This design comes from an exercise in tuning for small area, a short achievable clock period and few clock cycles on the open sky130 flow, not from production work.
Only simulation tests tie the RTL to the original design; equivalence was not proved.

Setup of run 1:
==> flow/design.v (excerpt) <==
module path_math
    (input [11:0] location,  
     input [11:0] target,  
     input [4:0] current_orientation,  
     input clock,
     input enable,
     input reset,
     output reg done,
     output [4:0] needed_orientation,  
     output [11:0] move_command);
Size in the first run: about 1700 cells after synthesis, about 48 flip-flops, ~50 I/O pins, roughly 14000 sq um of cells after synthesis.
clock: 12.0 ns
lec_check: 0
cap_margin: 5
core_margin: 2
core_utilization: 60
setup_slack_margin: 5
slew_margin: 5
standard.sh (not shown) runs the stock make flow with config.mk's settings and CLKGATE_MAP_FILE= SYNTH_SCRIPT=/design/flow/synth_recipe.tcl, a recipe that flattens the netlist after the stock synthesis.
==> flow/flow/run.sh <==
#!/bin/bash
set -euo pipefail
sed -E 's/SETUP_SLACK_MARGIN=[0-9.]+/SETUP_SLACK_MARGIN=5.6/' standard.sh > standard_margin.sh
bash standard_margin.sh > orfs_make.log 2>&1
Testbench counts of run 1, summed over its fixed seeds: cycles 32,000.
Setup changes, run 1 to run 2
Settings: CORE_UTILIZATION changed from 60 to 50.
==> flow/run.sh (new file) <==
#!/bin/bash
# synth_recipe.tcl (not shown) runs the flow's synth.tcl, then flattens the netlist and writes it again
# the make line also repeats each setting of config.mk as NAME=value (left out here)
make -C /OpenROAD-flow-scripts/flow DESIGN_CONFIG=/design/flow/config.mk WORK_HOME=/design/flow/orfs CLKGATE_MAP_FILE= SYNTH_SCRIPT=/design/flow/synth_recipe.tcl finish
removed: flow/flow/run.sh
removed: flow/standard.sh
--- outcome ---
Run comparison: run 2 slowest stage cell on the critical path clkdlybuf4s50_1; run 1 slowest stage cell on the critical path fa_1. Looking at sequential share of layout area, run 2 sits 0.60 points higher than run 1 does. Run 2 ends up with lower count of nets after finishing than run 1 does. In the floorplan summary, run 2 is listed with a die area greater than that of run 1.
Setup changes, run 2 to run 3
Settings: CORE_UTILIZATION changed from 50 to 60; PLACE_DENSITY newly set to 0.7.
### Flow results
- Run 3 has detailed-routing wirelength on met1 below what run 2 had.
- From run 2 to run 3 the numbers moved as follows: area of all sequential standard cells roughly the same, layout overhead on the synthesized area fell by 0.23 points, effective utilization at floorplan shows an increase of 9.9 points.
- Diff run 2 -> run 3 | fraction of area in multi-input gates | decrease of 0.20 points
- Run 2 → run 3: number of clock buffer instances in the layout went down; met1 layer usage reported by global route rose by 3.8 points; non-clock buffer count saw an increase; peak fanout along the critical path went up by 4; row count down about 8%.
[inputs] run 4 vs run 3
Settings: clearing PLACE_DENSITY, which used to be 0.7; swapping 60 for 40 in CORE_UTILIZATION.
Results
Diff run 3 -> run 4 | wire length of the first global-routing pass | up by a few percent
Summary of run 4 over run 3: all-layer global routing usage -8.7 points, setup slack -0.0075 ns, critical path's largest stage delay -0.02 ns, design area +220 sq um, minimum period implied by the final worst setup slack +0.0075 ns.
Side by side, utilization after layout turned out lower in run 4 than in run 3.
Inputs modified between run 4 and run 5:
Settings: CAP_MARGIN now 0, was 5; CORE_UTILIZATION now 60, was 40; SLEW_MARGIN now 0, was 5.
==> run summary <==
- Run 5: flow completed, timing, DRC and antenna clean
- Run 5 leaves more setup margin than run 4.
Input changes introduced in run 6 (baseline for comparison: run 5):
Settings: a change of SLEW_MARGIN from 0 to 5; a change of CAP_MARGIN from 0 to 5.
### Flow results
The fraction of synthesized cell area in xor and xnor cells was comparable across run 5 and run 6. Run 5 -> run 6: final cycle utilization of the critical path delta 0, exact match. Going from run 5 to run 6, total track usage has remained practically unchanged; final wirelength about even.

* * *

path_math, a different RTL version from the one above (not shown whole).
Size in the first run: roughly 48 flip-flops.
Settings: LEC_CHECK=0, CAP_MARGIN=5, CORE_MARGIN=2, CORE_UTILIZATION=60, SETUP_SLACK_MARGIN=5, SLEW_MARGIN=5; clock period 12.0 ns.
run.sh (not shown) runs the stock make flow with config.mk's settings and CLKGATE_MAP_FILE= SYNTH_SCRIPT=/design/flow/synth_recipe.tcl, a recipe that flattens the netlist after the stock synthesis.
Stock flow here: none of the scripts above is used.
Testbench counts at the start, summed over its fixed seeds: cycles 32,000.
==> next run, changes <==
Settings changed: CORE_UTILIZATION 60 to 40, PLACE_DENSITY set to 0.8.
Outcome: The new run produced a clean layout; worst setup slack gets worse by 0.045 ns; fmax falls slightly; via count rises by a few percent; cell area rises slightly; wire length rises by a little under a tenth; global-route usage falls by 8.3 points; worst hold slack gets worse by 0.026 ns; clock-buffer cell count rises by 2; die area rises by well over a third.
==> next run, changes <==
==> flow/flow/run.sh (new file) <==
#!/bin/bash
set -euo pipefail
sed -E 's/SETUP_SLACK_MARGIN=[0-9.]+/SETUP_SLACK_MARGIN=6.5/' standard.sh > standard_margin.sh
bash standard_margin.sh > orfs_make.log 2>&1
==> flow/standard.sh (new file) <==
#!/bin/bash
# synth_recipe.tcl (not shown) runs the flow's synth.tcl, then flattens the netlist and writes it again
# the make line also repeats each setting of config.mk as NAME=value (left out here)
make -C /OpenROAD-flow-scripts/flow DESIGN_CONFIG=/design/flow/config.mk WORK_HOME=/design/flow/orfs CLKGATE_MAP_FILE= SYNTH_SCRIPT=/design/flow/synth_recipe.tcl "${@:-finish}"
Settings changed: PLACE_DENSITY 0.8 to unset.
removed: flow/run.sh
First-iteration DRC count fell by 32%.
Sequential cell count does not change.
Via count fell by 0.79%.
Critical path depth rose by 2.
==> next run, changes <==
==> flow/run.sh (new file) <==
#!/bin/bash
# synth_recipe.tcl (not shown) runs the flow's synth.tcl, then flattens the netlist and writes it again
# the make line also repeats each setting of config.mk as NAME=value (left out here)
make -C /OpenROAD-flow-scripts/flow DESIGN_CONFIG=/design/flow/config.mk WORK_HOME=/design/flow/orfs CLKGATE_MAP_FILE= SYNTH_SCRIPT=/design/flow/synth_recipe.tcl finish
removed: flow/flow/run.sh
removed: flow/standard.sh
Worst setup slack degrades by 0.18 ns.
Sequential share of layout area is higher by 0.72 points.
Maximum frequency shrinks by 2.6%.
Cell count went down by 3.7%.
Routed wire length fell by 7.6%.
Via count goes down by 3.8%.
Critical path depth shrinks by 1.
Flip-flop and latch count stays the same.
Core utilization drops by 5.7 points.
==> next run, changes <==
Settings changed: CORE_UTILIZATION 40 to 70, PLACE_DENSITY set to 0.8.
After rerunning:
- cell area is lower by 1.8%
- fmax stays flat
- count of clock-buffer cells in the layout drops by 1
- via count rose by 6.1%
- first-iteration DRC count rose by 31%
- critical path depth decreases by 7
- setup slack got worse by 0.019 ns
- die area decreases by 42%
- area after synthesis does not change

* * *

## lane 1
Another version of the RTL of path_math (not shown whole).
Size in the first run: about 1,600 cells after synthesis, ~48 flip-flops, ~50 I/O pins, roughly 0.014 mm^2 of cells after synthesis.
Design path_math, start of the top module:
module path_math
    (input [11:0] location,  
     input [11:0] target,  
     input [4:0] current_orientation,  
     input clock,
     input enable,
     input reset,
     output reg done,
     output [4:0] needed_orientation,  
     output [11:0] move_command);  
   wire [7:0] xm_l, ym_l, xm_t, ym_t;
   wire       xs_l, xs_t;
   ptc_mag ptc_l (.r_theta(location), .xm(xm_l), .ym(ym_l), .xs(xs_l));
   ptc_mag ptc_t (.r_theta(target),   .xm(xm_t), .ym(ym_t), .xs(xs_t));
   wire [8:0] ex_t, dy_t;
   pm_deltas dl (.xm_t(xm_t), .xm_l(xm_l), .xsame(xs_t == xs_l), .ym_t(ym_t), .ym_l(ym_l),
                 .ex(ex_t), .dy(dy_t));
   reg [8:0] ex, dy;
   reg       exneg, busy;
   always @(posedge clock) begin
      ex <= ex_t;
      dy <= dy_t;
      exneg <= xs_t;
      busy <= enable & ~reset;
   end
   wire       ex_nz = |ex;
   wire       dxneg = exneg ? ((ex_nz & ~ex[8]) | (ex == 9'h100)) : ex[8];
   wire       dyneg = dy[8];
   wire [1:0] quad = {dyneg, dxneg ^ dyneg};  
   wire       sx = ex[8];
   wire       sy = dy[8];
   wire [7:0] ac = ex[7:0] ^ {8{sx}};
   wire [7:0] yc = dy[7:0] ^ {8{sy}};
   wire [7:0] y, a;
   pm_abs ab (.ac(ac), .sx(sx), .yc(yc), .sy(sy), .y(y), .a(a));
   wire ysmall = dy[8] ? (dy[7:0] >= 8'hFC) : (dy[7:0] <= 8'd4);
   wire asmall = ex[8] ? ((ex[7:0] >= 8'hFC) || (ex[7:0] == 8'h00)) : (ex[7:0] <= 8'd4);
   wire c12, c23, c34, c45;
   pm_compare cmp (.a(a), .y(y), .c12(c12), .c23(c23), .c34(c34), .c45(c45));
   wire       same = (location[11:8] == target[11:8]);
   wire [4:0] sum_s = {1'b0, location[11:8]} + ((target[7:0] >= location[7:0]) ? 5'd0 : 5'd12);
   wire [4:0] need_s_t = (sum_s >= 5'd24) ? sum_s - 5'd24 : sum_s;
   reg  [2:0] ba_s_t;
   always @(*) begin
      case (quad)
         2'd1: ba_s_t = 3'd4 - need_s_t[2:0];
         2'd2: ba_s_t = need_s_t[2:0] + 3'd4;
         2'd3: ba_s_t = 3'd0 - need_s_t[2:0];
         default: ba_s_t = need_s_t[2:0];
      endcase
   end
   wire use_a = same ? (ba_s_t == 3'd0 || ba_s_t == 3'd7) : ysmall;
   reg       r_c12, r_c23, r_c34, r_c45, r_ysmall, r_asmall, r_same;
   reg [1:0] r_quad;
  ...
clock: 12.0 ns
lec_check: 0
abc_clock_period_in_ps: 6000
cap_margin: 20
core_margin: 2
core_utilization: 40
setup_slack_margin: 4
slew_margin: 20
Stock flow here: none of the scripts above is used.
Testbench counts of lane 1, summed over its fixed seeds: cycles 32,000.
Input-level comparison between lane 2 and lane 1:
--- a/flow/config.mk
+++ b/flow/config.mk
@@ -9 +9 @@
-export CAP_MARGIN = 20
+export CAP_MARGIN = 5
@@ -13 +13 @@
-export SLEW_MARGIN = 20
+export SLEW_MARGIN = 5
==> run summary <==
Compared with lane 1, in lane 2 final critical delay including setup and external delays barely changed; latest clock arrival within the worst-skew pair comparable; simple-gate area share of the yosys netlist about even.

* * *

== JK ==
path_math, a different RTL version from the one above (not shown whole).
Size: ~50 I/O pins.
==> flow/design.v (excerpt) <==
module path_math
    (input [11:0] location,  
     input [11:0] target,  
     input [4:0] current_orientation,  
     input clock,
     input enable,
     input reset,
     output reg done,
     output [4:0] needed_orientation,  
     output [11:0] move_command);
clock: 12.0 ns
lec_check: 0
abc_clock_period_in_ps: 4000
cap_margin: 20
core_margin: 2
core_utilization: 40
setup_slack_margin: 5
slew_margin: 20
In summary, JK completed successfully, with a layout that passed the timing, DRC and antenna checks.
Testbench counts of JK, summed over its fixed seeds: cycles 32,000.
Input-level comparison between MS and JK:
Settings: SETUP_SLACK_MARGIN: 5 -> unset; ABC_CLOCK_PERIOD_IN_PS: 4000 -> unset.
==> run summary <==
Going from JK to MS, the cell area was found to have gone down by 11%.
MS closes out successfully: all stages finished, all timing, DRC and antenna checks passed.
Relative to JK, share of post-route cells with drive strength above 1 has gone down in MS.

what the ideal ports hide:
The flow's constraints put no driver on any port. The routed layouts listed below were extracted and timed again, unchanged, in two steps. Step 1 assumes that a clkbuf_16 drives the clock port and a buf_2 every other input. Step 2 adds t to the input delays and takes it off the output delays; t is the mean of the earliest and latest rising clock arrival at the registers after step 1. Input paths then give back, and output paths get back, about the clock's delay inside the block. Three values: ideal ports, drivers, drivers and shift; two values: the first two.
run	shift t [ns]	setup WS [ns]	worst hold slack (ns)	worst setup path at the end	worst slew at a driven data input, ns
run 1	0.330	5.197 / 5.197 / 4.902	0.508 / 0.508 / 0.508	input to register	0.08
run 2	0.328	5.189 / 5.149 / 4.927	0.480 / 0.480 / 0.480	input to register	0.04
run 3	0.330	5.150 / 5.146 / 4.816	0.511 / 0.511 / 0.511	input to register	0.06
run 4	0.337	5.143 / 5.132 / 4.832	0.477 / 0.477 / 0.477	input to register	0.04
run 5	0.335	5.150 / 5.110 / 4.842	0.480 / 0.480 / 0.480	input to register	0.05
run 6	0.335	5.150 / 5.110 / 4.842	0.480 / 0.480 / 0.480	input to register	0.05
the first run of note 2	0.327	5.118 / 5.079 / 4.863	0.487 / 0.487 / 0.487	input to register	0.04
the second run of note 2	0.341	5.073 / 5.031 / 4.809	0.461 / 0.461 / 0.461	input to register	0.10
the third run of note 2	0.319	5.286 / 5.293 / 4.974	0.503 / 0.503 / 0.503	input to register	0.06
the fourth run of note 2	0.324	5.106 / 5.124 / 4.800	0.503 / 0.503 / 0.503	input to register	0.05
the fifth run of note 2	0.323	5.087 / 5.051 / 4.817	0.478 / 0.478 / 0.478	input to register	0.05
lane 1	0.331	4.142 / 4.160 / 3.830	0.498 / 0.498 / 0.498	input to register	0.04
lane 2	0.331	4.142 / 4.160 / 3.830	0.498 / 0.498 / 0.498	input to register	0.04
JK	0.339	4.684 / 4.695 / 4.356	0.524 / 0.524 / 0.524	input to register	0.08
MS	0.342	3.268 / 3.291 / 2.949	0.500 / 0.500 / 0.500	input to register	0.05
After both steps setup and hold are still met in every run listed. For run 3, which loses most, drivers alone change the setup slack by -0.004 ns; drivers and shift together by -0.334 ns.
